Context: an optimization exercise on an open-source flow, tuned for small area, a short achievable clock period and few clock cycles per item. The choices shown serve that exercise and are no tape-out recipe. RTL that was checked went through simulation tests only; none was proved equivalent to the original. The RTL of runs 1 to 4 and 6 was laid out without a check of its function. Power is estimated from default activity; no workload was simulated.

--- flow/design.v ---
module cpu (
    input clk,
    input rst,
    input [15:0] sw,
    output [7:0] led
);
    wire [7:0] n = sw[7:0];
    wire [6:0] k = n[7:1];
    wire [6:0] m_next = n[0] ? (k + {k[5:0], 1'b0} + 7'd2) : k;
    reg [6:0] m;
    reg inc1, inc2;
    reg [5:0] L;
    reg [5:0] res;
    wire [5:0] L_next;
    collatz_lut7 u_lut (.m(m), .L(L_next));
    always @(posedge clk) begin
        m <= m_next;
        inc1 <= n[0] & (n != 8'd85) & (n != 8'd227);
        L <= L_next;
        inc2 <= inc1;
        if (rst)
            res <= 6'd0;
        else if (res == 6'd0)
            res <= L + {5'd0, inc2};
    end
    assign led = {2'b00, res};
endmodule
module collatz_lut7 (
    input [6:0] m,
    output [5:0] L
);
    wire x0 = m[6];
    wire x1 = m[5];
    wire x2 = m[4];
    wire x3 = m[3];
    wire x4 = m[2];
    wire x5 = m[1];
    wire x6 = m[0];
    wire new_n100;
    wire new_n101;
    wire new_n103;
    wire new_n104;
    wire new_n105;
    wire new_n106;
    wire new_n107;
    wire new_n108;
    wire new_n109;
    wire new_n110;
    wire new_n111;
    wire new_n112;
    wire new_n113;
    wire new_n114;
    wire new_n115;
    wire new_n116;
    wire new_n117;
    wire new_n118;
    wire new_n119;
    wire new_n120;
    wire new_n121;
    wire new_n122;
    wire new_n123;
    wire new_n124;
    wire new_n125;
    wire new_n126;
    wire new_n127;
    wire new_n128;
    wire new_n129;
    wire new_n130;
    wire new_n131;
    wire new_n132;
    wire new_n133;
    wire new_n134;
    wire new_n135;
    wire new_n136;
    wire new_n137;
    wire new_n138;
    wire new_n139;
    wire new_n14;
    wire new_n140;
    wire new_n141;
    wire new_n142;
    wire new_n143;
    wire new_n144;
    wire new_n145;
    wire new_n146;
    wire new_n147;
    wire new_n148;
    wire new_n149;
    wire new_n15;
    wire new_n150;
    wire new_n151;
    wire new_n152;
    wire new_n154;
    wire new_n155;
    wire new_n156;
    wire new_n157;
    wire new_n158;
    wire new_n159;
    wire new_n16;
    wire new_n160;
    wire new_n161;
    wire new_n162;
    wire new_n163;
    wire new_n164;
    wire new_n165;
    wire new_n166;
    wire new_n167;
    wire new_n168;
    wire new_n169;
    wire new_n17;
    wire new_n170;
    wire new_n171;
    wire new_n172;
    wire new_n173;
    wire new_n174;
    wire new_n175;
    wire new_n176;
    wire new_n177;
    wire new_n178;
    wire new_n18;
    wire new_n180;
    wire new_n181;
    wire new_n182;
    wire new_n183;
    wire new_n184;
    wire new_n185;
    wire new_n186;
    wire new_n187;
    wire new_n188;
    wire new_n189;
    wire new_n19;
    wire new_n190;
    wire new_n191;
    wire new_n192;
    wire new_n193;
    wire new_n194;
    wire new_n195;
    wire new_n196;
    wire new_n197;
    wire new_n198;
    wire new_n199;
    wire new_n20;
    wire new_n200;
    wire new_n201;
    wire new_n202;
    wire new_n203;
    wire new_n205;
    wire new_n206;
    wire new_n207;
    wire new_n208;
    wire new_n209;
    wire new_n21;
    wire new_n210;
    wire new_n211;
    wire new_n212;
    wire new_n213;
    wire new_n214;
    wire new_n215;
    wire new_n216;
    wire new_n217;
    wire new_n218;
    wire new_n22;
    wire new_n23;
    wire new_n24;
    wire new_n25;
    wire new_n26;
    wire new_n27;
    wire new_n28;
    wire new_n29;
    wire new_n30;
    wire new_n31;
    wire new_n32;
    wire new_n33;
    wire new_n34;
    wire new_n35;
    wire new_n36;
    wire new_n37;
    wire new_n38;
    wire new_n39;
    wire new_n40;
    wire new_n41;
    wire new_n42;
    wire new_n43;
    wire new_n44;
    wire new_n45;
    wire new_n46;
    wire new_n47;
    wire new_n48;
    wire new_n49;
    wire new_n50;
    wire new_n51;
    wire new_n52;
    wire new_n53;
    wire new_n54;
    wire new_n55;
    wire new_n56;
    wire new_n57;
    wire new_n58;
    wire new_n59;
    wire new_n60;
    wire new_n61;
    wire new_n62;
    wire new_n63;
    wire new_n64;
    wire new_n65;
    wire new_n66;
    wire new_n67;
    wire new_n69;
    wire new_n70;
    wire new_n71;
    wire new_n72;
    wire new_n73;
    wire new_n74;
    wire new_n75;
    wire new_n76;
    wire new_n77;
    wire new_n78;
    wire new_n79;
    wire new_n80;
    wire new_n81;
    wire new_n82;
    wire new_n83;
    wire new_n84;
    wire new_n85;
    wire new_n86;
    wire new_n87;
    wire new_n88;
    wire new_n89;
    wire new_n90;
    wire new_n91;
    wire new_n92;
    wire new_n93;
    wire new_n94;
    wire new_n95;
    wire new_n96;
    wire new_n97;
    wire new_n98;
    wire new_n99;
    wire z0;
    wire z1;
    wire z2;
    wire z3;
    wire z4;
    wire z5;
    assign new_n14 = (~x0 & x6);
    assign new_n15 = (x0 & ~x6);
    assign new_n16 = (x4 & new_n15);
    assign new_n17 = (~new_n14 & ~new_n16);
    assign new_n18 = (x2 & x5);
    assign new_n19 = (new_n17 & new_n18);
    assign new_n20 = (x3 & ~new_n17);
    assign new_n21 = (~x3 & x5);
    assign new_n22 = (~x2 & x3);
    assign new_n23 = (~x0 & ~x6);
    assign new_n24 = (~new_n22 & new_n23);
    assign new_n25 = (~new_n21 & new_n24);
    assign new_n26 = (~x2 & x4);
    assign new_n27 = (~x3 & new_n26);
    assign new_n28 = (x2 & x3);
    assign new_n29 = (x5 & ~new_n28);
    assign new_n30 = (x4 & x6);
    assign new_n31 = (~new_n29 & new_n30);
    assign new_n32 = (~new_n27 & new_n31);
    assign new_n33 = (~new_n25 & ~new_n32);
    assign new_n34 = (new_n20 & new_n33);
    assign new_n35 = (~new_n19 & ~new_n34);
    assign new_n36 = (~x0 & x4);
    assign new_n37 = (x5 & ~new_n36);
    assign new_n38 = (~new_n35 & ~new_n37);
    assign new_n39 = (x1 & ~new_n38);
    assign new_n40 = (new_n18 & new_n20);
    assign new_n41 = (~x1 & ~new_n40);
    assign new_n42 = (~new_n39 & ~new_n41);
    assign new_n43 = (x3 & x5);
    assign new_n44 = (x0 & ~new_n43);
    assign new_n45 = (~x5 & ~new_n15);
    assign new_n46 = (new_n15 & new_n21);
    assign new_n47 = (~new_n45 & ~new_n46);
    assign new_n48 = (x0 & x2);
    assign new_n49 = (~new_n47 & new_n48);
    assign new_n50 = (~new_n32 & new_n49);
    assign new_n51 = (~x2 & x6);
    assign new_n52 = (~new_n21 & new_n51);
    assign new_n53 = (~x2 & ~x4);
    assign new_n54 = (~new_n21 & new_n53);
    assign new_n55 = (~new_n51 & ~new_n54);
    assign new_n56 = (~new_n52 & ~new_n55);
    assign new_n57 = (~x4 & x6);
    assign new_n58 = (new_n28 & new_n57);
    assign new_n59 = (~new_n56 & ~new_n58);
    assign new_n60 = (~new_n50 & new_n59);
    assign new_n61 = (new_n44 & ~new_n60);
    assign new_n62 = (x1 & new_n26);
    assign new_n63 = (new_n35 & ~new_n62);
    assign new_n64 = (new_n61 & ~new_n63);
    assign new_n65 = (x1 & new_n58);
    assign new_n66 = (~new_n40 & new_n65);
    assign new_n67 = (~new_n64 & ~new_n66);
    assign z0 = ~((~new_n42 & new_n67));
    assign new_n69 = (new_n39 & new_n60);
    assign new_n70 = (~x6 & new_n27);
    assign new_n71 = (~x2 & x5);
    assign new_n72 = (new_n57 & new_n71);
    assign new_n73 = (~x3 & ~x5);
    assign new_n74 = (~x1 & ~new_n73);
    assign new_n75 = (~new_n72 & new_n74);
    assign new_n76 = (~new_n70 & new_n75);
    assign new_n77 = (~z0 & new_n76);
    assign new_n78 = (x0 & x6);
    assign new_n79 = (~x1 & ~x5);
    assign new_n80 = (new_n78 & new_n79);
    assign new_n81 = (~new_n77 & ~new_n80);
    assign new_n82 = (~x0 & ~x2);
    assign new_n83 = (x2 & new_n78);
    assign new_n84 = (~new_n82 & ~new_n83);
    assign new_n85 = (x2 & ~x3);
    assign new_n86 = (~x4 & new_n85);
    assign new_n87 = (new_n44 & ~new_n86);
    assign new_n88 = (~new_n84 & new_n87);
    assign new_n89 = (~x5 & new_n26);
    assign new_n90 = (~x0 & new_n89);
    assign new_n91 = (~x4 & new_n23);
    assign new_n92 = (x3 & new_n91);
    assign new_n93 = (~new_n90 & ~new_n92);
    assign new_n94 = (~new_n88 & new_n93);
    assign new_n95 = (~new_n81 & new_n94);
    assign new_n96 = (~new_n69 & ~new_n95);
    assign new_n97 = (~new_n15 & ~new_n57);
    assign new_n98 = (new_n73 & ~new_n82);
    assign new_n99 = (new_n97 & new_n98);
    assign new_n100 = (~x2 & new_n91);
    assign new_n101 = (~new_n99 & ~new_n100);
    assign z1 = (~new_n96 & new_n101);
    assign new_n103 = (x0 & x1);
    assign new_n104 = (~x4 & ~new_n103);
    assign new_n105 = (x1 & ~x5);
    assign new_n106 = (x2 & new_n105);
    assign new_n107 = (x1 & ~x6);
    assign new_n108 = (new_n28 & new_n107);
    assign new_n109 = (new_n51 & new_n73);
    assign new_n110 = (~new_n108 & ~new_n109);
    assign new_n111 = (~new_n106 & new_n110);
    assign new_n112 = (x4 & new_n103);
    assign new_n113 = (new_n111 & new_n112);
    assign new_n114 = (~new_n104 & ~new_n113);
    assign new_n115 = (z1 & new_n114);
    assign new_n116 = (x0 & new_n21);
    assign new_n117 = (x1 & new_n51);
    assign new_n118 = (~new_n21 & ~new_n117);
    assign new_n119 = (~new_n116 & ~new_n118);
    assign new_n120 = (x4 & ~new_n119);
    assign new_n121 = (~x0 & x1);
    assign new_n122 = (~x3 & new_n121);
    assign new_n123 = (~new_n120 & ~new_n122);
    assign new_n124 = (new_n14 & new_n26);
    assign new_n125 = (x1 & ~new_n124);
    assign new_n126 = (~new_n109 & ~new_n125);
    assign new_n127 = (~new_n101 & new_n126);
    assign new_n128 = (~new_n123 & ~new_n127);
    assign new_n129 = (~x1 & x2);
    assign new_n130 = (~new_n78 & ~new_n107);
    assign new_n131 = (~new_n129 & new_n130);
    assign new_n132 = (~x5 & ~new_n131);
    assign new_n133 = (~new_n128 & ~new_n132);
    assign new_n134 = (x3 & ~new_n15);
    assign new_n135 = (~x1 & ~new_n134);
    assign new_n136 = (~new_n24 & ~new_n135);
    assign new_n137 = (~new_n84 & ~new_n136);
    assign new_n138 = (~new_n133 & ~new_n137);
    assign new_n139 = (~new_n115 & new_n138);
    assign new_n140 = (~new_n81 & new_n116);
    assign new_n141 = (~x0 & ~new_n28);
    assign new_n142 = (~new_n81 & new_n141);
    assign new_n143 = (x5 & ~new_n48);
    assign new_n144 = (~new_n142 & new_n143);
    assign new_n145 = (~new_n140 & ~new_n144);
    assign new_n146 = (~new_n62 & ~new_n145);
    assign new_n147 = (~new_n139 & ~new_n146);
    assign new_n148 = (~x3 & ~new_n91);
    assign new_n149 = (new_n135 & ~new_n148);
    assign new_n150 = (new_n28 & new_n36);
    assign new_n151 = (~new_n108 & ~new_n150);
    assign new_n152 = (~new_n149 & new_n151);
    assign z2 = (~new_n147 & new_n152);
    assign new_n154 = (~x0 & new_n73);
    assign new_n155 = (new_n54 & ~new_n154);
    assign new_n156 = (x2 & new_n21);
    assign new_n157 = (~new_n52 & new_n121);
    assign new_n158 = (~new_n156 & new_n157);
    assign new_n159 = (~new_n155 & ~new_n158);
    assign new_n160 = (new_n86 & ~new_n145);
    assign new_n161 = (new_n107 & new_n134);
    assign new_n162 = (~new_n78 & new_n106);
    assign new_n163 = (~new_n161 & ~new_n162);
    assign new_n164 = (~new_n160 & new_n163);
    assign new_n165 = (~new_n159 & new_n164);
    assign new_n166 = (~new_n57 & ~new_n111);
    assign new_n167 = (x4 & new_n85);
    assign new_n168 = (x1 & ~new_n167);
    assign new_n169 = (new_n78 & ~new_n85);
    assign new_n170 = (~new_n50 & new_n169);
    assign new_n171 = (x0 & new_n89);
    assign new_n172 = (~new_n46 & ~new_n171);
    assign new_n173 = (x0 & ~new_n45);
    assign new_n174 = (new_n86 & ~new_n173);
    assign new_n175 = (new_n172 & ~new_n174);
    assign new_n176 = (~new_n170 & new_n175);
    assign new_n177 = (~new_n168 & ~new_n176);
    assign new_n178 = (~new_n166 & ~new_n177);
    assign z3 = ~((~new_n165 & new_n178));
    assign new_n180 = (new_n23 & new_n85);
    assign new_n181 = (~x1 & new_n71);
    assign new_n182 = (x2 & x6);
    assign new_n183 = (~new_n105 & new_n182);
    assign new_n184 = (~new_n181 & ~new_n183);
    assign new_n185 = (x0 & x3);
    assign new_n186 = (~new_n184 & new_n185);
    assign new_n187 = (new_n128 & ~new_n186);
    assign new_n188 = (new_n57 & new_n154);
    assign new_n189 = (x2 & new_n91);
    assign new_n190 = (~x1 & ~new_n150);
    assign new_n191 = (~new_n189 & new_n190);
    assign new_n192 = (~new_n188 & new_n191);
    assign new_n193 = (~new_n61 & new_n192);
    assign new_n194 = (~new_n47 & new_n193);
    assign new_n195 = (~new_n21 & new_n107);
    assign new_n196 = (~x4 & ~new_n195);
    assign new_n197 = (new_n14 & ~new_n22);
    assign new_n198 = (new_n22 & new_n78);
    assign new_n199 = (~new_n197 & ~new_n198);
    assign new_n200 = (new_n196 & new_n199);
    assign new_n201 = (~new_n194 & new_n200);
    assign new_n202 = (~new_n187 & ~new_n201);
    assign new_n203 = (~new_n180 & ~new_n202);
    assign z4 = (new_n164 & new_n203);
    assign new_n205 = (~x6 & ~new_n172);
    assign new_n206 = (~x3 & new_n71);
    assign new_n207 = (~x4 & ~new_n22);
    assign new_n208 = (new_n14 & ~new_n207);
    assign new_n209 = (~new_n206 & ~new_n208);
    assign new_n210 = (new_n33 & new_n209);
    assign new_n211 = (~new_n205 & new_n210);
    assign new_n212 = (~new_n126 & ~new_n211);
    assign new_n213 = (~new_n17 & new_n177);
    assign new_n214 = (new_n43 & new_n53);
    assign new_n215 = (~new_n27 & ~new_n198);
    assign new_n216 = (~new_n214 & new_n215);
    assign new_n217 = (new_n193 & new_n216);
    assign new_n218 = (~new_n213 & new_n217);
    assign z5 = (~new_n212 & ~new_n218);
    assign L[5] = z0;
    assign L[4] = z1;
    assign L[3] = z2;
    assign L[2] = z3;
    assign L[1] = z4;
    assign L[0] = z5;
endmodule
--- flow/flow/run.sh ---
#!/bin/bash
# The standard layout (standard.sh), with one change to synthesis: ABC maps
# the logic with this flow's abc.script (area mapping) instead of the ORFS
# script, and Yosys's adder extraction is skipped so ABC sees all the logic.
# Registers, flattening and renaming are those of the standard synthesis.
set -euo pipefail
here=$(pwd)
{ head -n 1 synth_recipe.tcl; cat flow/abc_override.tcl; tail -n +2 synth_recipe.tcl; } > my_synth.tcl
extra="ADDER_MAP_FILE= MY_ABC_SCRIPT=$here/flow/abc.script"
if [[ -f flow/make_args ]]; then extra="$extra $(cat flow/make_args)"; fi
sed -e "s#SYNTH_SCRIPT=[^ ]*#SYNTH_SCRIPT=$here/my_synth.tcl $extra#" standard.sh > my_standard.sh
bash my_standard.sh > flow.log 2>&1
--- flow/flow/abc.script ---
strash
dch
amap
topo
--- flow/flow/abc_override.tcl ---
# Run ABC with this flow's own script in place of the ORFS one (the rest of
# the standard synthesis is unchanged).
proc abc {args} {
  set i [lsearch -exact $args -script]
  if {$i >= 0} { set args [lreplace $args $i [expr {$i + 1}] -script $::env(MY_ABC_SCRIPT)] }
  yosys abc {*}$args
}
--- flow/standard.sh ---
#!/bin/bash
# synth_recipe.tcl (not shown) runs the flow's synth.tcl, then flattens the netlist and writes it again
# the make line also repeats each setting of config.mk as NAME=value (left out here)
make -C /OpenROAD-flow-scripts/flow DESIGN_CONFIG=/design/flow/config.mk WORK_HOME=/design/flow/orfs CLKGATE_MAP_FILE= SYNTH_SCRIPT=/design/flow/synth_recipe.tcl "${@:-finish}"
--- flow/config.mk ---
export PLATFORM = sky130hd
export DESIGN_NAME = cpu
export DESIGN_NICKNAME = cpu
export VERILOG_FILES = /design/flow/design.v
export SDC_FILE = /design/flow/constraint.sdc
export NUM_CORES = 4
export LEC_CHECK = 0
export CAP_MARGIN = 20
export CORE_MARGIN = 2
export CORE_UTILIZATION = 40
export SLEW_MARGIN = 20
--- flow/constraint.sdc ---
create_clock -name core_clock -period 8.0 [get_ports {clk}]
set_input_delay 1.6000 -clock core_clock [delete_from_list [all_inputs] [get_ports {clk}]]
set_output_delay 1.6000 -clock core_clock [all_outputs]
set_load 0.01 [all_outputs]
==> results of run 1 <==
## path summary, 6_finish.rpt
check	startpoint	end	slack [ns]	cells past startpoint
min reg2reg	inc1	inc2	0.33	0
max reg2reg	m[6]	L[3]	3.46	19
max	m[6]	L[3]	3.46	19
min	inc1	inc2	0.33	0
## state kept, by name, indices dropped and copies added, names as in the netlist
name / count
m: 7
L: 6
res: 6
inc1: 1
inc2: 1
## power breakdown
group	switching [mW]	total, mW	internal [mW]
sequential	0.0233	0.152	0.129
combinational	0.0911	0.160	0.0687
clock	0.0312	0.0657	0.0346
total	0.146	0.378	0.232
## area by class of cell
class | count | share of cell area
Multi-Input combinational cell | 188 | 0.544
Sequential cell | 21 | 0.242
Timing Repair Buffer | 15 | 0.0864
Inverter | 31 | 0.0670
Tap cell | 48 | 0.0346
Clock buffer | 3 | 0.0238
Clock inverter | 1 | 0.00288
## synth_stat cells (all sizes together) (4+ instances only)
library cell and n:
a21oi 12, a31oi 8, clkinv 31, dfxtp 21, nand2 31, nand3 4
nor2 58, nor3 11, o21a 4, o21ai 22, o22ai 5
## layer usage
metal	part of all wire	wire (um)	track usage
met5	0	0	0
met4	0.016	69	0.0729
met3	0.11	492	0.0417
met2	0.43	1830	0.327
met1	0.44	1890	0.316
## worst max-delay path: cells and delay by family (launching register included)
family,cells,cell delay (ns)
AOI/OAI and AO/OA,11,2.24
and+or+nand+nor,4,0.70
DFF,1,0.61
buffers and inverters,4,0.85
## stage by stage
step                       util  power [mW]  area, um2  setup slack (ns)  std cells
after global routing      0.478       0.411       1740              2.93        307
after CTS                 0.478       0.379       1740              3.51        307
after global placement    0.466       0.314       1690              3.49        303
after detailed placement  0.466       0.312       1690              3.55        303
final                     0.478       0.378       1740              3.46        307
after floorplan               -       0.254       1500              4.61        242
## cells by family (layout without fill, tap and decap cells)
| group | count (synthesis) | count (layout) | synth area share |
|---|---|---|---|
| simple gates | 115 | 115 | 0.323 |
| flops | 21 | 21 | 0.282 |
| other cells | 1 | 2 | 0.00251 |
| buf+inv | 33 | 50 | 0.0880 |
| compound gates | 71 | 71 | 0.305 |
## cell usage in the layout, fill, tap and decap left out, types with 2 or more instances in the layout
cell | netlist | final
or4_1 | 2 | 2
o22ai_1 | 5 | 5
nor4_1 | 3 | 3
nand3_1 | 4 | 4
clkdlybuf4s50_1 | 0 | 15
nor3_1 | 11 | 11
o311ai_0 | 2 | 2
o21a_1 | 4 | 4
o221ai_1 | 2 | 2
dfxtp_1 | 21 | 21
nand2_1 | 31 | 31
o32ai_1 | 2 | 2
a22oi_1 | 2 | 2
nor2_1 | 58 | 58
conb_1 | 1 | 2
clkbuf_8 | 0 | 3
o21ai_0 | 22 | 22
clkinv_1 | 31 | 31
a31oi_1 | 8 | 8
a21oi_1 | 12 | 12
nand4_1 | 2 | 2
a2111oi_0 | 3 | 3
==> run notes, run 1 <==
status complete, no violations; Setup Fix Bufs, Post-CTS 0; DRC Markers 0; critical path endpoint category flip-flop; Post-synth EDFFs 0; Die Ht 65.1 um; Worst Clk Skew 0.00532 ns; slowest stage delay, CP 0.61 ns; initial antenna violation count 0; initial core utilization 0.411; Avg Vias per Cell 5.74; CTS Buf Count 3; Final Cycle Share 0.567; # fillers 396; Post-Synthesis Cells 241; max_slew headroom 0.506; Synth async-reset ratio 0; synthesized area per cell 6.19 um2; CTS sink cnt 21; CTS Root Cell clkbuf_8; Cell Rows 22; CTS tree done; Area growth, synth to finish 16.4%; Multi-input gate area 945 um2; hpwl dp 3260 um; sequential area share after synthesis 0.282; Slowest cell on crit path dfxtp_1; DR pass1 iterations 5; Routed wire per std cell 13.9 um; Core Region 3630 um2; Cell Chain, Critical Path clkinv_1, nor2_1, clkinv_1, o21ai_0, nand2_1, o22ai_1, clkinv_1, o21ai_0, o21ai_0, o311ai_0, a2111oi_0, a31oi_1, clkinv_1, a22oi_1, nor2_1, nand3_1, o221ai_1, o21a_1, a2111oi_0; # H-tree levels 1; Antenna Cells 0; Max Clk Rate 220 MHz; post-CTS sizing 0; crit-path most repeated cell clkinv_1; endpoints failing setup 0; Tmin final 4.54 ns; Worst VDD drop 0.105 mV; critical path arrival 4.66 ns; wirelength, routed 4280 um; Startpoint Class flip-flop; Pins Over Slew Limit 0; # Max-Cap Violations 0; routed via count 1762; layout cell share with drive strength beyond 1 0.0154; register area 420 um2; static leakage 0.629 nW; #FFs+latches synth 21; Final Hold Fails 0; fin nets 278; hold_ws 0.328 ns; Yosys cell types 34; CP Max Fanout 13; DR iter-0 viols 180; Worst Tran Pin Value 0.739 ns; top-area cell type share of the netlist area 0.282; Hold Buf Count CTS 0; required time of the worst setup path 8.12 ns; global-route wire length before repair 7310 um; Die Wd 65.1 um; Routed Antenna Nets 0; Mapped Area 1490 um2; latest clock arrival within the worst-skew pair 0.25 ns; PwrDens 217 nW/um2; RSZ-0062 raised after global routing no; setup TNS 0 ns; clk slew on worst S/H paths 0.07 ns; Clock Tree Buf Depth 2; IO Count 26; largest cells by area after synthesis dfxtp_1, nor2_1, clkinv_1; vias in the first global route 1597; leading area contributor after synthesis dfxtp_1; Most used DFF post-synth dfxtp_1; GR Overflow Total 0; port bufs 15; largest net degree at the start of global routing 14; Tightest Hold Check Type flip-flop to flip-flop; critical path class flip-flop to flip-flop; die area 4240 um2; Yosys warnings 1; overall routing resource usage 0.220; Placer Congestion 0.941
==> run 2, diff against run 1 <==
--- a/flow/config.mk
+++ b/flow/config.mk
@@ -8,4 +8,5 @@
 export CAP_MARGIN = 20
 export CORE_MARGIN = 2
 export CORE_UTILIZATION = 40
+export SETUP_SLACK_MARGIN = 5
 export SLEW_MARGIN = 20
==> run notes, run 2 <==
status complete, no violations; CTS Root Cell clkbuf_8; Mapped Area 1490 um2 (unchanged); initial core utilization 0.411 (unchanged); Placer Congestion 0.942 (+0.16%); # H-tree levels 1 (unchanged); RSZ-0062 raised after global routing yes; CTS tree done; Worst Clk Skew 0.00120 ns (-0.00412 ns); fin nets 309 (+11%); wirelength, routed 5430 um (+27%); Avg Vias per Cell 6.09 (+6.0%); Final Hold Fails 0 (unchanged); Most used DFF post-synth dfxtp_1; Tmin final 3.23 ns (-1.31 ns); max_slew headroom 0.570 (+0.0636); Design Area, Final 2280 um2 (+31%); most flop-heavy register m; Die Wd 65.1 um (unchanged); overall routing resource usage 0.247 (+0.0273); endpoints failing setup 0 (unchanged); Commonest cells post-synth nor2_1, clkinv_1, nand2_1; die area 4240 um2 (unchanged); Clock Tree Buf Depth 2 (unchanged); most common cell after layout, fill and taps aside nor2_1; Area growth, synth to finish 52.6%; max reg flops 7 (unchanged); Synth async-reset ratio 0 (unchanged); Final Cycle Share 0.403 (-0.164); critical path endpoint category flip-flop; Hold Buf Count CTS 0 (unchanged); biggest regs m (7), L (6), res (6); Hold Startpoint inc1; Register-to-Register Path Depth 16 (-3); #FFs+latches synth 21 (unchanged); Die Ht 65.1 um (unchanged); Yosys warnings 1 (unchanged); # Max-Cap Violations 0 (unchanged); GR Overflow Total 0 (unchanged); CTS sink cnt 21 (unchanged); Worst Tran Pin Value 0.644 ns (-0.0952 ns); most common cell in the netlist nor2_1; Cell Count, Final, Fillers Out 338 (+10%); top-area cell type share of the netlist area 0.282 (unchanged); Cells after DPL 303 (unchanged); largest net degree at the start of global routing 12 (-2); Antenna Cells 0 (unchanged); leading area contributor after synthesis dfxtp_1; Cell Rows 22 (unchanged); Worst VDD drop 0.0918 mV (-13%); IO Count 26 (unchanged); Post-Synthesis Cells 241 (unchanged); hold_ws 0.328 ns (+0.000224 ns); Slowest cell on crit path dfxtp_4; PwrDens 196 nW/um2 (-10%); Post-synth EDFFs 0 (unchanged); Max Clk Rate 310 MHz (+41%); setup TNS 0 ns (unchanged); vias in the first global route 1793 (+12%); CTS Buf Count 3 (unchanged); routed via count 2057 (+17%); Yosys cell types 34 (unchanged); required time of the worst setup path 8.18 ns (+0.06 ns); layout cell share with drive strength beyond 1 0.310 (+0.295); worst reg2reg startpoint m[3]; sequential area share after synthesis 0.282 (unchanged); hpwl dp 3290 um (+1.2%); synthesized area per cell 6.19 um2 (unchanged); critical path arrival 3.41 ns (-1.25 ns); Startpoint Class flip-flop; DR iter-0 viols 188 (+4.4%); DR pass1 iterations 5 (unchanged); hold depth 0 (unchanged); Setup crit start m[3]; CP Max Fanout 2 (-11); port bufs 15 (unchanged); crit-path most repeated cell nor3_2; Routed Antenna Nets 0 (unchanged); most frequent cells in the layout nor2_1, nand2_1, buf_4, o21ai_0; static leakage 0.875 nW (+39%); slowest stage delay, CP 0.40 ns (-0.21 ns); critical path class flip-flop to flip-flop; placed cell areas 1760 um2 (+3.8%); Pins Over Slew Limit 0 (unchanged); largest cells by area after synthesis dfxtp_1, nor2_1, clkinv_1; Tightest Hold Check Type flip-flop to flip-flop; Cell Chain, Critical Path clkinv_8, nor2_4, clkinv_4, a2111oi_4, nor3_2, nor3_2, nor2_1, o21ai_1, o311ai_2, a2111oi_2, a31oi_1, o311a_1, a31oi_2, nor3_1, a221o_1, o221ai_2; Routed wire per std cell 16.1 um (+15%); initial antenna violation count 0 (unchanged); latest clock arrival within the worst-skew pair 0.25 ns (about the same); DRC Markers 0 (unchanged); global-route wire length before repair 8290 um (+13%); clk slew on worst S/H paths 0.07 ns (about the same); Core Region 3630 um2 (unchanged)
==> run 2: cell counts after synthesis <==
No cell type changed its count.
==> run 2: final timing paths <==
path	to	slack, ns
max	L[2]	4.77
min reg2reg	inc2	0.33
min	inc2	0.33
max reg2reg	L[2]	4.77
==> run 2: critical path: cells and delay by family (launching register included) <==
family | cells | cell delay, ns
and+or+nand+nor | 5 | 0.58
AOI/OAI and AO/OA | 9 | 2.04
buffers and inverters | 2 | 0.13
DFF | 1 | 0.40
==> run 2: logic make-up (layout without fill, tap and decap cells) <==
logic type	count (synthesis)	in the layout	share of synthesized area
AOI/OAI and AO/OA	71	71	0.305
other	1	2	0.00251
buffers and inverters	33	81	0.0880
and+or+nand+nor	115	115	0.323
DFF	21	21	0.282
==> run 2: repair_timing <==
action,4_1_cts,5_1_grt
setup buffers,18,13
setup endpoints to repair,7,6
gates resized for setup,46,36
pin swaps,19,17
==> run 2: layout make-up <==
cell class | count | area [um2]
multi-input combinational | 188 | 1170
timing repair buffer | 46 | 384
fill | 323 | 1360
sequential | 21 | 440
tap | 48 | 60.1
inverter | 31 | 175
clock buffer | 4 | 45.0
==> run 2: metal layers <==
layer	part of all wire	wire length, um	track usage
met5	0	0	0
met4	0.043	231	0.0885
met2	0.46	2520	0.399
met1	0.38	2060	0.310
met3	0.11	618	0.0747
==> run 2: report_power, final <==
| part | switching (mW) | internal [mW] |
|---|---|---|
| Clock | 0.0314 | 0.0354 |
| Sequential | 0.0225 | 0.129 |
| Combinational | 0.123 | 0.104 |
==> run 2: metrics by stage <==
step	power (mW)	setup WS, ns	util
3_5_place_dp	0.318	4.06	0.483
5_1_grt	0.475	4.63	0.627
3_3_place_gp	0.319	4.00	0.483
6_report	0.445	4.77	0.627
2_1_floorplan	0.260	5.01	-
4_1_cts	0.414	4.80	0.571
==> run 3, diff against run 2 <==
==> flow/flow/make_args (new file) <==
SETUP_SLACK_MARGIN=5.6
--- a/flow/config.mk
+++ b/flow/config.mk
@@ -8,5 +8,4 @@
 export CAP_MARGIN = 20
 export CORE_MARGIN = 2
 export CORE_UTILIZATION = 40
-export SETUP_SLACK_MARGIN = 5
 export SLEW_MARGIN = 20
==> run notes, run 3 <==
Tmin final 3.17 ns (-0.0546 ns); GR peak layer met2; most frequent cells in the layout nor2_1, buf_4, nand2_1, o21ai_0, clkinv_1; Commonest cells post-synth nor2_1, clkinv_1, nand2_1; # Max-Cap Violations 0 (unchanged); Worst Clk Skew 0.00218 ns (+0.000984 ns); DR pass1 iterations 5 (unchanged); Worst VDD drop 0.113 mV (+23%); Post-synth EDFFs 0 (unchanged); max reg flops 7 (unchanged); port bufs 15 (unchanged); Die Wd 65.1 um (unchanged); Area growth, synth to finish 63.4%; DR iter-0 viols 204 (+8.5%); required time of the worst setup path 8.12 ns (-0.06 ns); Post-Synthesis Cells 241 (unchanged); Yosys cell types 34 (unchanged); hold_ws 0.334 ns (+0.00646 ns); CTS Buf Count 3 (unchanged); CP Max Fanout 2 (unchanged); Cells after DPL 303 (unchanged); Tot Pwr 0.452 mW (+1.4%); Antenna Cells 0 (unchanged); Clock Tree Buf Depth 2 (unchanged); Yosys warnings 1 (unchanged); synthesized area per cell 6.19 um2 (unchanged); Routed Antenna Nets 0 (unchanged); Most used DFF post-synth dfxtp_1; top-area cell type share of the netlist area 0.282 (unchanged); setup TNS 0 ns (unchanged); CTS sink cnt 21 (unchanged); most common cell in the netlist nor2_1; DRC Markers 0 (unchanged); routed via count 2082 (+1.2%); Core Region 3630 um2 (unchanged); critical path arrival 3.29 ns (-0.12 ns); endpoints failing setup 0 (unchanged); critical path endpoint category flip-flop; fin util 0.671 (+0.0441); Avg Vias per Cell 6.02 (-1.1%); Die Ht 65.1 um (unchanged); hpwl dp 3350 um (+1.7%); Cell Rows 22 (unchanged); Startpoint Class flip-flop; Tightest Hold Check Type flip-flop to flip-flop; CTS tree done; largest net degree at the start of global routing 12 (unchanged); most flop-heavy register m; Placer Congestion 0.951 (+0.86%); #FFs+latches synth 21 (unchanged); RSZ-0062 raised after global routing yes; Pins Over Slew Limit 0 (unchanged); # fillers 297 (-8.0%); sequential area share after synthesis 0.282 (unchanged); latest clock arrival within the worst-skew pair 0.25 ns (about the same); met3 usage 0.0590 (-0.0156); Mapped Area 1490 um2 (unchanged); PwrDens 185 nW/um2 (-5.3%); biggest regs m (7), L (6), res (6); met1 Usage GRT 0.316 (+0.00600); Routed wire per std cell 16.1 um (+0.37%); largest cells by area after synthesis dfxtp_1, nor2_1, clkinv_1; clk slew on worst S/H paths 0.07 ns (about the same); GR Layer Usage met2 0.461 (+0.0619); leading area contributor after synthesis dfxtp_1; fin nets 317 (+2.6%); Max Clk Rate 315 MHz (+1.7%); initial antenna violation count 0 (unchanged); Cell Count, Final, Fillers Out 346 (+2.4%); GR Overflow Total 0 (unchanged); global-route wire length before repair 8730 um (+5.3%); Worst Tran Pin Value 0.671 ns (+0.0266 ns); initial core utilization 0.411 (unchanged); static leakage 0.962 nW (+10%); die area 4240 um2 (unchanged); status complete, no violations; Hold Buf Count CTS 0 (unchanged); max_slew headroom 0.552 (-0.0178); vias in the first global route 1854 (+3.4%); # H-tree levels 1 (unchanged); critical path class flip-flop to flip-flop; layout cell share with drive strength beyond 1 0.426 (+0.116); IO Count 26 (unchanged); Synth async-reset ratio 0 (unchanged); overall routing resource usage 0.265 (+0.0184); most common cell after layout, fill and taps aside nor2_1; Final Cycle Share 0.397 (-0.00682); Final Hold Fails 0 (unchanged); wirelength, routed 5580 um (+2.7%); CTS Root Cell clkbuf_8
==> run 3: cell counts after synthesis <==
No cell type changed its count.
==> run 3: worst max-delay path: stages (launching register included) <==
cell and delay, ns:
dfxtp_4 0.40, clkinv_8 0.06, nor2_4 0.14, clkinv_4 0.07
a2111oi_4 0.35, a21o_1 0.17, o22ai_2 0.12, inv_2 0.07
o21ai_2 0.06, o21ai_2 0.10, o311ai_4 0.12, a2111oi_2 0.22
a31oi_1 0.10, o311a_1 0.32, a31oi_1 0.22, buf_4 0.15
buf_4 0.10, buf_4 0.09, o21a_1 0.15, a2111oi_4 0.05
==> run 3: cells by family (layout without fill, tap and decap cells) <==
group                  count (synthesis)  in the layout  share of synthesized area
other                                  1              2                    0.00251
buffers and inverters                 33             89                     0.0880
DFF                                   21             21                      0.282
and+or+nand+nor                      115            115                      0.323
AOI/OAI and AO/OA                     71             71                      0.305
==> run 3: metrics by stage <==
stage / cell area, um2 / setup WS, ns
after CTS: 2260 / 4.89
after global routing: 2440 / 4.69
after detailed placement: 1830 / 4.26
after global placement: 1830 / 4.18
final: 2440 / 4.83
after floorplan: 1640 / 5.05
==> run 3: cell type report <==
class / count / area, um2 / area share
Inverter: 31 / 226 / 0.0929
Tap cell: 48 / 60.1 / 0.0246
Timing Repair Buffer: 54 / 440 / 0.181
Clock buffer: 4 / 45.0 / 0.0185
Multi-Input combinational cell: 188 / 1220 / 0.500
Sequential cell: 21 / 448 / 0.184
==> run 3: path summary, 6_finish.rpt <==
kind / slack (ns) / cells past startpoint / end / startpoint
worst max-delay path: 4.83 / 19 / L[3] / m[4]
worst min-delay path: 0.33 / 0 / inc2 / inc1
worst max register to register: 4.83 / 19 / L[3] / m[4]
worst min register to register: 0.33 / 0 / inc2 / inc1
==> run 3: per-layer routing <==
metal  share of wire  vias to the layer above
li1                -                      973
met1            0.39                      945
met2            0.48                      127
met3           0.076                       37
met4           0.047                        0
met5               0                        -
==> run 3: what timing repair did <==
action                     CTS  global route
setup endpoints to repair   18            10
cloned                       0             0
resized for setup          103            37
setup buffers               29            10
pin swaps                   23            20
==> run 3: power breakdown <==
group / switching (mW) / leakage [nW] / internal [mW]
Clock: 0.0301 / 0.0228 / 0.0353
Combinational: 0.129 / 0.760 / 0.105
Sequential: 0.0207 / 0.180 / 0.132
==> run 4, diff against run 3 <==
==> flow/flow/abc.script (replaced) <==
strash
dch
map
topo
==> run notes, run 4 <==
Clock Tree Buf Depth 2 (unchanged); Post-Synthesis Cells 257 (+6.6%); largest net degree at the start of global routing 17 (+5); # H-tree levels 1 (unchanged); met3 usage 0.0567 (-0.00236); most flop-heavy register m; Most used DFF post-synth dfxtp_1; max reg flops 7 (unchanged); status complete, no violations; # Max-Cap Violations 0 (unchanged); Setup crit start sw[4]; Area growth, synth to finish 34.0%; static leakage 0.898 nW (-6.7%); CTS sink cnt 21 (unchanged); clk slew on worst S/H paths 0.08 ns (about the same); most frequent cells in the layout nand2_1, nor2_1, clkinv_1, nand3_1, a21oi_1; die area 4550 um2 (+7.4%); Die Ht 67.5 um (+3.6%); worst reg2reg startpoint m[6]; Avg Vias per Cell 5.71 (-5.1%); Commonest cells post-synth nand2_1, clkinv_1, nor2_1; hpwl dp 3270 um (-2.4%); latest clock arrival within the worst-skew pair 0.26 ns (about the same); Yosys warnings 1 (unchanged); Final Hold Fails 0 (unchanged); Cell Chain, Critical Path buf_12, clkinv_16, nor2_4, o21ai_2, nand2_2, o21a_4, or2_4, nand2_2, xor2_1, o21ai_1; Slowest cell on crit path or2_4; Core Region 3940 um2 (+8.5%); critical path arrival 2.77 ns (-0.52 ns); CTS Buf Count 3 (unchanged); Hold Startpoint inc1; GR Layer Usage met2 0.359 (-0.102); Pint 0.250 mW (-8.0%); Max Clk Rate 382 MHz (+21%); routed via count 1959 (-5.9%); GR peak layer met2; wirelength, routed 4730 um (-15%); max_slew headroom 0.597 (+0.0451); Tmin final 2.62 ns (-0.554 ns); Startpoint Class input port; Placer Congestion 0.945 (-0.55%); required time of the worst setup path 8.15 ns (+0.03 ns); fin nets 312 (-1.6%); # fillers 375 (+26%); biggest regs m (7), L (6), res (6); Final Cycle Share 0.327 (-0.0692); critical path's top delay family simple AND/OR/NAND/NOR gates; IO Count 26 (unchanged); initial core utilization 0.408 (-0.00237); setup TNS 0 ns (unchanged); Pins Over Slew Limit 0 (unchanged); top-area cell type share of the netlist area 0.261 (-0.0206); DRC Markers 0 (unchanged); Antenna Cells 0 (unchanged); Yosys cell types 34 (unchanged); pre-CTS setup slack 4.34 ns (+0.0745 ns); PwrDens 195 nW/um2 (+5.1%); Worst Clk Skew 0.00570 ns (+0.00351 ns); CTS tree done; endpoints failing setup 0 (unchanged); Sw Share 0.404 (+0.00648); #FFs+latches synth 21 (unchanged); hold_ws 0.328 ns (-0.00647 ns); largest cells by area after synthesis dfxtp_1, nand2_1, clkinv_1; CP bufs+invs 2 (-4); port bufs 15 (unchanged); met1 Usage GRT 0.311 (-0.00558); critical path class input port to flip-flop; Seq pwr share 0.372 (+0.035); synthesized area per cell 6.27 um2 (+1.2%); Routed Antenna Nets 0 (unchanged); crit-path most repeated cell nand2_2; Comb pwr share 0.464 (-0.054); Routed wire per std cell 13.8 um (-15%); Worst Tran Pin Value 0.600 ns (-0.0709 ns); global-route wire length before repair 7880 um (-9.7%); CTS Root Cell clkbuf_8; Cell Rows 23 (+4.5%); RSZ-0062 raised after global routing yes; initial antenna violation count 0 (unchanged); Synth async-reset ratio 0 (unchanged); most common cell in the netlist nand2_1; Tot Pwr 0.420 mW (-7.0%); most common cell after layout, fill and taps aside nand2_1; overall routing resource usage 0.225 (-0.0398); Worst VDD drop 0.0966 mV (-15%); slowest stage delay, CP 0.26 ns (-0.14 ns); Tightest Hold Check Type flip-flop to flip-flop; GR Overflow Total 0 (unchanged); vias in the first global route 1688 (-9.0%); leading area contributor after synthesis dfxtp_1; NetSw 0.170 mW (-5.5%); Post-synth EDFFs 0 (unchanged); DR iter-0 viols 125 (-39%); Final WS setup 5.38 ns (+0.554 ns); fin util 0.547 (-0.124); layout cell share with drive strength beyond 1 0.239 (-0.187); Die Wd 67.5 um (+3.6%); Clock Power Share 0.164 (+0.019); critical path endpoint category flip-flop; Mapped Area 1610 um2 (+7.9%); sequential area share after synthesis 0.261 (-0.0206); DR pass1 iterations 6 (+1); CP Max Fanout 4 (+2)
[run 4: cell count changes in the layout (fill, tap and decap cells not counted), moves of 6 or more]
cell / previous run / this run
nand3b_1: 0 / 6
nor2_2: 7 / 1
buf_4: 36 / 13
nor2_1: 42 / 29
o211ai_1: 0 / 6
nand3_1: 4 / 18
nand2_1: 27 / 55
clkinv_1: 13 / 22
nor2_4: 9 / 1
[run 4: per-stage QoR]
stage	instances	area, um2
finish	343	2160
global route	343	2160
CTS	340	2090
detailed placement	321	1880
global placement	321	1880
floorplan	258	1680
[run 4: metal layers]
layer	share of wire	vias to the layer above
met5	0	-
met4	0.0085	0
met3	0.097	11
met2	0.48	119
met1	0.42	859
li1	-	970
[run 4: cell families after synthesis]
kind of cell / synth area share
simple gates: 0.354
mux: 0.00622
xor+xnor: 0.0435
other cells: 0.00233
compound gates: 0.252
flops: 0.261
buf+inv: 0.0816
[run 4: power by group through the flow]
stage | logic [mW] | clock network, mW | registers (mW)
2_1_floorplan | 0.119 | 0 | 0.155
3_3_place_gp | 0.179 | 0 | 0.156
3_5_place_dp | 0.177 | 0 | 0.156
4_1_cts | 0.187 | 0.0716 | 0.155
5_1_grt | 0.216 | 0.0774 | 0.160
6_report | 0.195 | 0.0688 | 0.156
[run 4: repair_timing]
item,CTS,global route
cloned,0,0
setup endpoints to repair,18,11
setup buffers,15,3
hold buffers,0,0
resized for setup,86,15
pin swaps,14,8
[run 4: final timing paths]
path / endpoint / slack, ns / depth (start not counted)
hold / removal: inc2 / 0.33 / 0
setup reg to reg: L[1] / 5.62 / 8
hold reg to reg: inc2 / 0.33 / 0
setup / recovery: m[5] / 5.38 / 10
[run 4: layout make-up]
type / count / area (um2) / share of cell area
repair buffers: 33 / 308 / 0.143
multi-input cells: 204 / 1120 / 0.521
flip-flops and latches: 21 / 434 / 0.201
inverters: 31 / 183 / 0.0847
clock inverters: 1 / 5.00 / 0.00232
well taps: 50 / 62.6 / 0.0290
clock buffers: 3 / 41.3 / 0.0191
==> run 5, diff against run 4 <==
--- a/flow/design.v
+++ b/flow/design.v
@@ -4,7 +4,7 @@
     input [15:0] sw,
     output [7:0] led
 );
-    wire [7:0] n = sw[7:0];
+    reg [7:0] n;
     wire [6:0] k = n[7:1];
     wire [6:0] m_next = n[0] ? (k + {k[5:0], 1'b0} + 7'd2) : k;
     reg [6:0] m;
@@ -14,6 +14,7 @@
     wire [5:0] L_next;
     collatz_lut7 u_lut (.m(m), .L(L_next));
     always @(posedge clk) begin
+        n <= sw[7:0];
         m <= m_next;
         inc1 <= n[0] & (n != 8'd85) & (n != 8'd227);
         L <= L_next;
==> flow/flow/make_args (replaced) <==
SETUP_SLACK_MARGIN=5.65
==> run notes, run 5 <==
CP bufs+invs 1 (-1); Die Wd 70.5 um (+4.6%); Design Area, Final 2100 um2 (-2.6%); Cells after DPL 331 (+3.1%); Hold Startpoint inc1; RSZ-0062 raised after global routing yes; # H-tree levels 2 (+1); Final Hold Fails 0 (unchanged); sequential area share after synthesis 0.328 (+0.0668); #FFs+latches synth 29 (+38%); Slowest cell on crit path dfxtp_2; met2 wire len 2120 um (-5.7%); latest clock arrival within the worst-skew pair 0.27 ns (about the same); die area 4970 um2 (+9.3%); CP Max Fanout 3 (-1); static leakage 0.835 nW (-7.0%); GR Overflow Total 0 (unchanged); layout cell share with drive strength beyond 1 0.128 (-0.110); most common cell after layout, fill and taps aside nand2_1; Tmin final 2.33 ns (-0.291 ns); largest net degree at the start of global routing 17 (unchanged); max layer used met4; Final Cycle Share 0.291 (-0.0364); port bufs 15 (unchanged); Final WS setup 5.67 ns (+0.291 ns); R2R Setup Slk 5.76 ns (+0.14 ns); most frequent cells in the layout nand2_1, nor2_1, clkinv_1, nand3_1, dfxtp_1; DR pass1 iterations 5 (-1); # fillers 433 (+15%); Core Region 4290 um2 (+8.9%); Tightest Hold Check Type flip-flop to flip-flop; met3 WL 423 um (-8.0%); endpoints failing setup 0 (unchanged); Register-to-Register Path Depth 9 (+1); Pins Over Slew Limit 0 (unchanged); clk slew on worst S/H paths 0.06 ns (-0.02 ns); # Max-Cap Violations 0 (unchanged); status complete, no violations; initial antenna violation count 0 (unchanged); Startpoint Class flip-flop; Cell Chain, Critical Path buf_6; Routed wire per std cell 13.3 um (-3.5%); CTS Buf Count 5 (+2); placed cell areas 1970 um2 (+5.2%); CTS Root Cell clkbuf_8; reg2reg end L[1]; required time of the worst setup path 6.40 ns (-1.75 ns); Most used DFF post-synth dfxtp_1; leading area contributor after synthesis dfxtp_1; Max Clk Rate 430 MHz (+13%); critical path arrival 0.73 ns (-2.04 ns); routed via count 1959 (unchanged); Antenna Cells 0 (unchanged); biggest regs n (8), m (7); wirelength, routed 4520 um (-4.3%); CTS tree done; Worst Clk Skew 0.00518 ns (-0.000516 ns); worst reg2reg startpoint m[0]; DRC Markers 0 (unchanged); critical path endpoint category primary output; Mapped Area 1770 um2 (+9.9%); IO Count 26 (unchanged); Post-synth EDFFs 0 (unchanged); critical path's top delay family flip-flops; top-area cell type share of the netlist area 0.328 (+0.0668); most flop-heavy register n; slowest stage delay, CP 0.35 ns (+0.09 ns); DR iter-0 viols 156 (+25%); Worst Tran Pin Value 0.583 ns (-0.0172 ns); hpwl dp 3320 um (+1.5%); initial core utilization 0.412 (+0.00385); Commonest cells post-synth nand2_1, clkinv_1, nor2_1; Synth async-reset ratio 0 (unchanged); max_slew headroom 0.609 (+0.0116); Routed Antenna Nets 0 (unchanged); Tot Pwr 0.534 mW (+27%); largest cells by area after synthesis dfxtp_1, nand2_1, clkinv_1; PwrDens 254 nW/um2 (+30%); Yosys cell types 34 (unchanged); Cell Count, Final, Fillers Out 340 (-0.87%); M1 WL 1870 um (-5.1%); hold path endpoint inc2; synthesized area per cell 6.68 um2 (+6.6%); Yosys warnings 1 (unchanged); Clock Tree Buf Depth 2 (unchanged); Worst VDD drop 0.114 mV (+18%); Avg Vias per Cell 5.76 (+0.88%); fin nets 305 (-2.2%); Area growth, synth to finish 18.7%; max reg flops 8 (+1); overall routing resource usage 0.186 (-0.0391); most common cell in the netlist nand2_1; Cell Rows 24 (+4.3%); hold depth 0 (unchanged); global-route wire length before repair 7510 um (-4.7%); Die Ht 70.5 um (+4.6%); setup TNS 0 ns (unchanged); Post-Synthesis Cells 265 (+3.1%); CTS sink cnt 29 (+38%); pre-CTS setup slack 5.27 ns (+0.935 ns); vias in the first global route 1727 (+2.3%); Placer Congestion 0.945 (about the same); critical path class flip-flop to primary output
[run 5: cells by family after synthesis]
| logic type | after synthesis | synth area share |
|---|---|---|
| muxes | 1 | 0.00565 |
| AOI/OAI and AO/OA | 64 | 0.233 |
| DFF | 29 | 0.328 |
| other | 1 | 0.00212 |
| buffers and inverters | 33 | 0.0742 |
| and+or+nand+nor | 129 | 0.317 |
| xor gates and xnor gates | 8 | 0.0396 |
[run 5: worst max-delay path by stage]
stage	from	end	slack, ns	depth (start not counted)
2_1_floorplan	m[6]	L[1]	5.88	8
3_3_place_gp	m[6]	L[1]	5.11	8
3_5_place_dp	m[6]	L[1]	5.27	8
4_1_cts	res[0]	led[0]	5.64	1
5_1_grt	m[6]	L[1]	5.63	8
6_report	res[0]	led[0]	5.67	1
[run 5: power by group]
part / switching, mW / leakage, nW / internal [mW]
sequential: 0.0321 / 0.246 / 0.180
combinational: 0.110 / 0.535 / 0.0818
clock: 0.0524 / 0.0542 / 0.0776
total: 0.194 / 0.835 / 0.339
[run 5: final cells by class]
type                            count  area (um2)  share of cell area
Inverter                           31         124              0.0589
Clock inverter                      1        5.00             0.00238
Multi-Input combinational cell    204        1070               0.510
Clock buffer                        7        96.3              0.0458
Timing Repair Buffer               16         140              0.0667
Sequential cell                    29         599               0.285
Tap cell                           52        65.1              0.0310
[run 5: metrics by stage]
| step | utilization | hold WS [ns] |
|---|---|---|
| after floorplan | - | 0.310 |
| after global placement | 0.460 | 0.311 |
| after detailed placement | 0.460 | 0.344 |
| after CTS | 0.482 | 0.353 |
| after global routing | 0.490 | 0.359 |
| final | 0.490 | 0.346 |
[run 5: what timing repair did]
action,in CTS,in global routing
hold endpoints to repair,0,0
hold buffers,0,0
setup buffers,1,0
setup endpoints to repair,11,8
gates resized for setup,36,10
[run 5: per-layer routing]
layer,vias to the layer above,global-route usage
met1,857,0.246
li1,970,-
met5,-,0
met2,121,0.290
met4,0,0.0776
met3,11,0.0499
Testbench counts of run 5, summed over its fixed seeds: cycles 10,080, jobs 2,016.
==> run 6, diff against run 5 <==
--- a/flow/design.v
+++ b/flow/design.v
@@ -4,7 +4,7 @@
     input [15:0] sw,
     output [7:0] led
 );
-    reg [7:0] n;
+    wire [7:0] n = sw[7:0];
     wire [6:0] k = n[7:1];
     wire [6:0] m_next = n[0] ? (k + {k[5:0], 1'b0} + 7'd2) : k;
     reg [6:0] m;
@@ -14,7 +14,6 @@
     wire [5:0] L_next;
     collatz_lut7 u_lut (.m(m), .L(L_next));
     always @(posedge clk) begin
-        n <= sw[7:0];
         m <= m_next;
         inc1 <= n[0] & (n != 8'd85) & (n != 8'd227);
         L <= L_next;
--- a/flow/flow/run.sh
+++ b/flow/flow/run.sh
@@ -6,7 +6,7 @@
 set -euo pipefail
 here=$(pwd)
 { head -n 1 synth_recipe.tcl; cat flow/abc_override.tcl; tail -n +2 synth_recipe.tcl; } > my_synth.tcl
-extra="ADDER_MAP_FILE= MY_ABC_SCRIPT=$here/flow/abc.script"
+extra="ADDER_MAP_FILE= MY_ABC_SCRIPT=$here/flow/abc.script MY_ABC_FAST=$here/flow/abc_fast.script"
 if [[ -f flow/make_args ]]; then extra="$extra $(cat flow/make_args)"; fi
 sed -e "s#SYNTH_SCRIPT=[^ ]*#SYNTH_SCRIPT=$here/my_synth.tcl $extra#" standard.sh > my_standard.sh
 bash my_standard.sh > flow.log 2>&1
==> flow/flow/abc_fast.script (new file) <==
strash
dch
map -D 100
topo
==> flow/flow/abc_override.tcl (replaced) <==
# Run ABC with this flow's own scripts in place of the ORFS one (the rest of
# the standard synthesis is unchanged).  The logic fed by the input ports
# (up to the first flip-flops) is mapped first, for delay, with abc_fast.script,
# since the inputs arrive late in the cycle; the rest with abc.script.
proc abc {args} {
  set i [lsearch -exact $args -script]
  if {$i >= 0} { set args [lreplace $args $i [expr {$i + 1}]] }
  set i [lsearch -exact $args -D]
  if {$i >= 0} { set args [lreplace $args $i [expr {$i + 1}]] }
  yosys select -set my_incone i:* %co*:-sky130_fd_sc_hd__dfxtp_1
  yosys abc {*}$args -script $::env(MY_ABC_FAST) @my_incone
  yosys abc {*}$args -script $::env(MY_ABC_SCRIPT)
}
==> run notes, run 6 <==
Placer Congestion 0.934 (-1.2%); critical path arrival 2.53 ns (+1.80 ns); Slowest cell on crit path or2b_4; Final WS setup 5.66 ns (-0.0143 ns); Avg Vias per Cell 5.83 (+1.1%); Register-to-Register Path Depth 9 (unchanged); IO Count 26 (unchanged); DRC Markers 0 (unchanged); Hold Buf Count CTS 0 (unchanged); Tightest Hold Check Type flip-flop to flip-flop; Cell Chain, Critical Path buf_8, or2b_4, nand3_2, nand4_1, o22ai_1, nand2_1, a31oi_1; Hold Startpoint inc1; critical path class input port to flip-flop; required time of the worst setup path 8.19 ns (+1.79 ns); vias in the first global route 1667 (-3.5%); initial antenna violation count 0 (unchanged); slowest stage delay, CP 0.26 ns (-0.09 ns); static leakage 0.835 nW (about the same); Max Clk Rate 427 MHz (-0.61%); max_slew headroom 0.543 (-0.0656); Most used DFF post-synth dfxtp_1; Cell Rows 23 (-4.2%); Die Ht 68.5 um (-2.9%); pre-CTS setup slack 4.75 ns (-0.520 ns); overall routing resource usage 0.208 (+0.0216); max reg flops 7 (-1); Final Hold Fails 0 (unchanged); R2R Setup Slk 5.79 ns (+0.03 ns); CTS sink cnt 21 (-28%); sequential area share after synthesis 0.253 (-0.0753); top-area cell type share of the netlist area 0.253 (-0.0753); CTS Buf Count 3 (-2); Clock Tree Buf Depth 2 (unchanged); die area 4690 um2 (-5.7%); Synth async-reset ratio 0 (unchanged); Commonest cells post-synth nand2_1, clkinv_1, nor2_1; clk slew on worst S/H paths 0.08 ns (+0.02 ns); #FFs+latches synth 21 (-28%); worst reg2reg startpoint m[3]; layout cell share with drive strength beyond 1 0.231 (+0.103); Pins Over Slew Limit 0 (unchanged); endpoints failing setup 0 (unchanged); Yosys cell types 33 (-2.9%); GR Overflow Total 0 (unchanged); setup TNS 0 ns (unchanged); Post-Synthesis Cells 270 (+1.9%); latest clock arrival within the worst-skew pair 0.26 ns (about the same); Worst Tran Pin Value 0.679 ns (+0.0966 ns); Mapped Area 1660 um2 (-6.0%); Area growth, synth to finish 27.4%; largest net degree at the start of global routing 16 (-1); Yosys warnings 1 (unchanged); most flop-heavy register m; reg2reg end L[1]; Tmin final 2.34 ns (+0.0143 ns); # H-tree levels 1 (-1); DR iter-0 viols 139 (-11%); wirelength, routed 4730 um (+4.6%); Worst VDD drop 0.0846 mV (-26%); CP Max Fanout 4 (+1); Post-synth EDFFs 0 (unchanged); port bufs 15 (unchanged); Tot Pwr 0.460 mW (-14%); critical path endpoint category flip-flop; Routed wire per std cell 13.7 um (+3.3%); hold depth 0 (unchanged); Worst Clk Skew 0.00746 ns (+0.00228 ns); synthesized area per cell 6.16 um2 (-7.7%); hold path endpoint inc2; # Max-Cap Violations 0 (unchanged); CTS tree done; largest cells by area after synthesis dfxtp_1, nand2_1, clkinv_1; most common cell after layout, fill and taps aside nand2_1; hpwl dp 3530 um (+6.5%); routed via count 2004 (+2.3%); PwrDens 217 nW/um2 (-15%); initial core utilization 0.416 (+0.00372); DR pass1 iterations 5 (unchanged); Core Region 4000 um2 (-6.8%); status complete, no violations; fin nets 313 (+2.6%); Startpoint Class input port; Final Cycle Share 0.293 (+0.00178); Cell Count, Final, Fillers Out 344 (+1.2%); biggest regs m (7), L (6), res (6); RSZ-0062 raised after global routing yes; most frequent cells in the layout nand2_1, nor2_1, clkinv_1, nand3_1, o21ai_0; Routed Antenna Nets 0 (unchanged); Cells after DPL 334 (+0.91%); leading area contributor after synthesis dfxtp_1; most common cell in the netlist nand2_1; global-route wire length before repair 7510 um (unchanged); Antenna Cells 0 (unchanged); Die Wd 68.5 um (-2.9%); CTS Root Cell clkbuf_8
run 6: cell types whose count changed in the layout (fill, tap and decap cells not counted), sizes merged, moves of 4 or more:
cell           delta
buf              +11
clkdlybuf4s50     -8
clkinv            +8
dfxtp             -8
o22ai             +5
nand2             -4
nor2              +4
run 6: logic make-up after synthesis:
logic type                Yosys count  share of synthesized area
DFF                                21                      0.253
buffers and inverters              42                     0.0992
xor gates and xnor gates            5                     0.0263
other                               1                    0.00225
AOI/OAI and AO/OA                  67                      0.263
and+or+nand+nor                   134                      0.356
run 6: cell type report:
cell class | instances | area [um2]
inverter | 40 | 174
fill | 429 | 1880
sequential | 21 | 443
multi-input combinational | 208 | 1190
clock inverter | 1 | 5.00
clock buffer | 3 | 41.3
timing repair buffer | 21 | 204
tap | 50 | 62.6
run 6: how the worst max path moves through the flow:
stage,from,end,slack [ns]
floorplan,sw[6],m[6],5.60
global placement,sw[4],m[6],4.76
detailed placement,sw[4],m[6],4.75
CTS,sw[0],inc1,5.65
global route,sw[5],m[6],5.61
finish,sw[5],m[6],5.66
run 6: power breakdown:
| group | leakage [nW] | internal [mW] | switching (mW) | total [mW] |
|---|---|---|---|---|
| registers | 0.179 | 0.136 | 0.0281 | 0.164 |
| logic | 0.630 | 0.100 | 0.128 | 0.228 |
| clock network | 0.0255 | 0.0347 | 0.0337 | 0.0684 |
| total | 0.835 | 0.271 | 0.189 | 0.460 |
run 6: timing repair:
| action | CTS | global route |
|---|---|---|
| resized for setup | 72 | 34 |
| endpoints found under the setup margin | 18 | 14 |
| setup buffers | 5 | 1 |
| pin swaps | 8 | 13 |
run 6: per-layer routing:
layer  global-route usage  vias to the layer above  share of wire
li1                     -                     1001              -
met3               0.0471                        7          0.088
met1                0.288                      902           0.43
met4               0.0300                        0         0.0030
met5                    0                        -              0
met2                0.335                       94           0.48
run 6: through the flow:
step / instance area [um2] / utilization / hold slack (ns)
after floorplan: 1740 / - / 0.310
after global placement: 1930 / 0.483 / 0.311
after detailed placement: 1930 / 0.483 / 0.314
after CTS: 2000 / 0.500 / 0.334
after global routing: 2120 / 0.530 / 0.343
final: 2120 / 0.530 / 0.331
run 6: critical path: cells and delay by family:
| kind | cells | cell delay [ns] |
|---|---|---|
| simple gates | 4 | 0.53 |
| buf+inv | 1 | 0.10 |
| compound gates | 2 | 0.30 |
==> run 7, diff against run 6 <==
--- a/flow/design.v
+++ b/flow/design.v
@@ -4,7 +4,7 @@
     input [15:0] sw,
     output [7:0] led
 );
-    wire [7:0] n = sw[7:0];
+    reg [7:0] n;
     wire [6:0] k = n[7:1];
     wire [6:0] m_next = n[0] ? (k + {k[5:0], 1'b0} + 7'd2) : k;
     reg [6:0] m;
@@ -14,6 +14,7 @@
     wire [5:0] L_next;
     collatz_lut7 u_lut (.m(m), .L(L_next));
     always @(posedge clk) begin
+        n <= sw[7:0];
         m <= m_next;
         inc1 <= n[0] & (n != 8'd85) & (n != 8'd227);
         L <= L_next;
==> flow/flow/run.sh (replaced) <==
#!/bin/bash
# The standard layout (standard.sh), with these changes:
# - synthesis: ABC maps the logic with this flow's abc.script instead of the
#   ORFS script, and Yosys's adder extraction is skipped so ABC sees all the
#   logic. Registers, flattening and renaming are those of the standard
#   synthesis (synth_recipe.tcl with abc_override.tcl inserted).
# - flow/env.sh may set further ORFS variables (timing-repair target, port
#   buffer cell).
set -euo pipefail
here=$(pwd)
{ head -n 1 synth_recipe.tcl; cat flow/abc_override.tcl; tail -n +2 synth_recipe.tcl; } > my_synth.tcl
export MY_ABC_SCRIPT=$here/flow/abc.script
if [[ -f flow/abc_fast.script ]]; then export MY_ABC_FAST=$here/flow/abc_fast.script; fi
if [[ -f flow/env.sh ]]; then source flow/env.sh; fi
sed -e "s#SYNTH_SCRIPT=[^ ]*#SYNTH_SCRIPT=$here/my_synth.tcl ADDER_MAP_FILE=#" standard.sh > my_standard.sh
bash my_standard.sh > flow.log 2>&1
==> flow/flow/abc_override.tcl (replaced) <==
# Run ABC with this flow's own script in place of the ORFS one (the rest of
# the standard synthesis is unchanged).
proc abc {args} {
  set i [lsearch -exact $args -script]
  if {$i >= 0} { set args [lreplace $args $i [expr {$i + 1}] -script $::env(MY_ABC_SCRIPT)] }
  yosys abc {*}$args
}
==> flow/flow/env.sh (new file) <==
export SETUP_SLACK_MARGIN=5.65
export BUFFER_PORTS_ARGS="-buffer_cell sky130_fd_sc_hd__buf_1"
--- a/flow/config.mk
+++ b/flow/config.mk
@@ -8,4 +8,7 @@
 export CAP_MARGIN = 20
 export CORE_MARGIN = 2
 export CORE_UTILIZATION = 40
+export CTS_BUF_LIST = sky130_fd_sc_hd__clkbuf_4
+export CTS_CLUSTER_DIAMETER = 200
+export CTS_CLUSTER_SIZE = 32
 export SLEW_MARGIN = 20
removed: flow/flow/abc_fast.script
removed: flow/flow/make_args
==> run notes, run 7 <==
# Max-Cap Violations 0 (unchanged); Cell Count, Final, Fillers Out 347 (+0.87%); # fillers 455 (+6.1%); Core Region 4290 um2 (+7.4%); max_slew headroom 0.572 (+0.0288); max reg flops 8 (+1); initial antenna violation count 0 (unchanged); Yosys warnings 1 (unchanged); Placer Congestion 0.946 (+1.3%); CTS tree done; Cell Chain, Critical Path buf_6; fin nets 312 (-0.32%); DRC Markers 0 (unchanged); largest net degree at the start of global routing 17 (+1); PwrDens 247 nW/um2 (+14%); overall routing resource usage 0.196 (-0.0115); critical path arrival 0.78 ns (-1.75 ns); global-route wire length before repair 7910 um (+5.4%); CTS sink cnt 29 (+38%); worst reg2reg startpoint m[6]; Slowest cell on crit path dfxtp_2; CTS Buf Count 5 (+2); biggest regs n (8), m (7); Synth async-reset ratio 0 (unchanged); Tmin final 2.38 ns (+0.0399 ns); RSZ-0062 raised after global routing yes; Post-Synthesis Cells 265 (-1.9%); Pins Over Slew Limit 0 (unchanged); synthesized area per cell 6.68 um2 (+8.4%); Final Hold Fails 0 (unchanged); CP Max Fanout 2 (-2); register area 608 um2 (+37%); Multi-input gate area 1080 um2 (-9.0%); wirelength, routed 4680 um (-1.0%); Commonest cells post-synth nand2_1, clkinv_1, nor2_1; Routed wire per std cell 13.5 um (-1.9%); Startpoint Class flip-flop; Area growth, synth to finish 18.3%; R2R Setup Slk 5.79 ns (about the same); Avg Vias per Cell 5.74 (-1.5%); GR Overflow Total 0 (unchanged); routed via count 1991 (-0.65%); most common cell after layout, fill and taps aside nand2_1; # H-tree levels 2 (+1); die area 4970 um2 (+6.0%); #FFs+latches synth 29 (+38%); initial core utilization 0.412 (-0.00372); status complete, no violations; Yosys cell types 34 (+3.0%); reg2reg end L[1]; Setup crit start res[1]; Die Wd 70.5 um (+3.0%); setup TNS 0 ns (unchanged); Die Ht 70.5 um (+3.0%); clk slew on worst S/H paths 0.10 ns (+0.02 ns); Cells after DPL 331 (-0.90%); static leakage 0.827 nW (-0.91%); most common cell in the netlist nand2_1; Max Clk Rate 420 MHz (-1.7%); leading area contributor after synthesis dfxtp_1; endpoints failing setup 0 (unchanged); Most used DFF post-synth dfxtp_1; slowest stage delay, CP 0.35 ns (+0.09 ns); Critical Path Stages 1 (-6); DR iter-0 viols 155 (+12%); largest cells by area after synthesis dfxtp_1, nand2_1, clkinv_1; critical path's top delay family flip-flops; Antenna Cells 0 (unchanged); Mapped Area 1770 um2 (+6.4%); vias in the first global route 1819 (+9.1%); layout cell share with drive strength beyond 1 0.156 (-0.0754); Register-to-Register Path Depth 8 (-1); Worst Clk Skew 0.0145 ns (+0.00705 ns); crit path capture led[1]; CTS Root Cell clkbuf_4; Cell Rows 24 (+4.3%); IO Count 26 (unchanged); Clock Tree Buf Depth 2 (unchanged); Tightest Hold Check Type flip-flop to flip-flop; most frequent cells in the layout nand2_1, clkinv_1, nor2_1, nand3_1, dfxtp_1; Worst VDD drop 0.103 mV (+21%); hpwl dp 3360 um (-5.0%); sequential area share after synthesis 0.328 (+0.0753); CP bufs+invs 1 (unchanged); critical path class flip-flop to primary output; Final Cycle Share 0.298 (+0.00498); most flop-heavy register n; port bufs 15 (unchanged); Routed Antenna Nets 0 (unchanged); Worst Tran Pin Value 0.637 ns (-0.0418 ns); required time of the worst setup path 6.40 ns (-1.79 ns); critical path endpoint category primary output; Post-synth EDFFs 0 (unchanged); top-area cell type share of the netlist area 0.328 (+0.0753); DR pass1 iterations 6 (+1); latest clock arrival within the worst-skew pair 0.33 ns (+0.07 ns)
[run 7: cell count changes after synthesis, moves of 3 or more]
cell	change
clkinv_1	-9
dfxtp_1	+8
o22ai_1	-5
nand2_1	+4
nor2_1	-4
and2_2	-3
nand3_1	-3
o21a_1	+3
xnor2_1	+3
[run 7: cell type report]
type                    instances  area share
clock inverters                 3     0.00597
multi-input cells             204       0.517
repair buffers                 23      0.0771
clock buffers                   5      0.0179
inverters                      31      0.0603
well taps                      52      0.0311
flip-flops and latches         29       0.290
[run 7: report_power, final]
group	leakage, nW	internal, mW	total, mW	switching (mW)
Clock	0.0300	0.0317	0.0820	0.0504
Combinational	0.550	0.103	0.221	0.118
Sequential	0.247	0.180	0.214	0.0338
[run 7: repair_timing]
item                                    4_1_cts  5_1_grt
resized for setup                            24       15
hold buffers                                  0        0
pin swaps                                     0        1
endpoints found under the setup margin       11       11
setup buffers                                 4        4
[run 7: worst min path at each step]
| stage | start | end | depth (start not counted) |
|---|---|---|---|
| floorplan | inc1 | inc2 | 0 |
| global placement | inc1 | inc2 | 0 |
| detailed placement | inc1 | inc2 | 0 |
| CTS | inc1 | inc2 | 0 |
| global route | inc1 | inc2 | 0 |
| finish | inc1 | inc2 | 0 |
[run 7: per-stage QoR]
| step | util | area, um2 | setup WS, ns | hold WS (ns) | power (mW) |
|---|---|---|---|---|---|
| 2_1_floorplan | - | 1770 | 5.88 | 0.310 | 0.336 |
| 3_3_place_gp | 0.438 | 1880 | 5.13 | 0.311 | 0.385 |
| 3_5_place_dp | 0.438 | 1880 | 5.22 | 0.318 | 0.385 |
| 4_1_cts | 0.471 | 2020 | 5.61 | 0.349 | 0.506 |
| 5_1_grt | 0.488 | 2090 | 5.58 | 0.339 | 0.556 |
| 6_report | 0.488 | 2090 | 5.62 | 0.344 | 0.517 |
[run 7: cell families after synthesis]
family,count (synthesis),share of synthesized area
buf+inv,33,0.0742
simple gates,129,0.317
other cells,1,0.00212
compound gates,64,0.233
mux,1,0.00565
flops,29,0.328
xor+xnor,8,0.0396
[run 7: per-layer routing]
metal	wire length [um]	track usage	up-vias
met1	1900	0.239	886
met4	169	0.0943	0
met3	341	0.0413	19
met5	0	0	-
met2	2270	0.332	101
li1	-	-	985
Testbench counts of run 7, summed over its fixed seeds: cycles 10,080, jobs 2,016.

[static timing again, ports no longer ideal]
Ports are ideal in the flow. The routed layouts listed here were re-timed in OpenROAD. Step 1, drivers: a clkbuf_16 drives clk and a buf_2 each remaining input, both assumed. Step 2, shift: input delay + t, output delay - t, t = (earliest + latest rising clock arrival at the registers) / 2. This alone moves slack from input paths to output paths. a / b / c = no drivers / after step 1 / after step 2; a / b = the first two.
| run | t (ns) | slack for setup (ns) | worst slew at a driven data input, ns |
|---|---|---|---|
| run 1 | 0.276 | 3.463 / 3.463 / 3.463 | 0.03 |
| run 2 | 0.277 | 4.773 / 4.773 / 4.773 | 0.03 |
| run 3 | 0.276 | 4.827 / 4.827 / 4.827 | 0.07 |
| run 4 | 0.281 | 5.381 / 5.340 / 5.059 | 0.06 |
| run 5 | 0.294 | 5.672 / 5.648 / 5.590 | 0.03 |
| run 6 | 0.280 | 5.658 / 5.634 / 5.354 | 0.06 |
| run 7 | 0.347 | 5.618 / 5.596 / 5.786 | 0.03 |
After both steps every run listed still meets setup and hold. The setup slack of run 4, which loses most, moves by -0.041 ns with the drivers and by -0.322 ns with both steps.
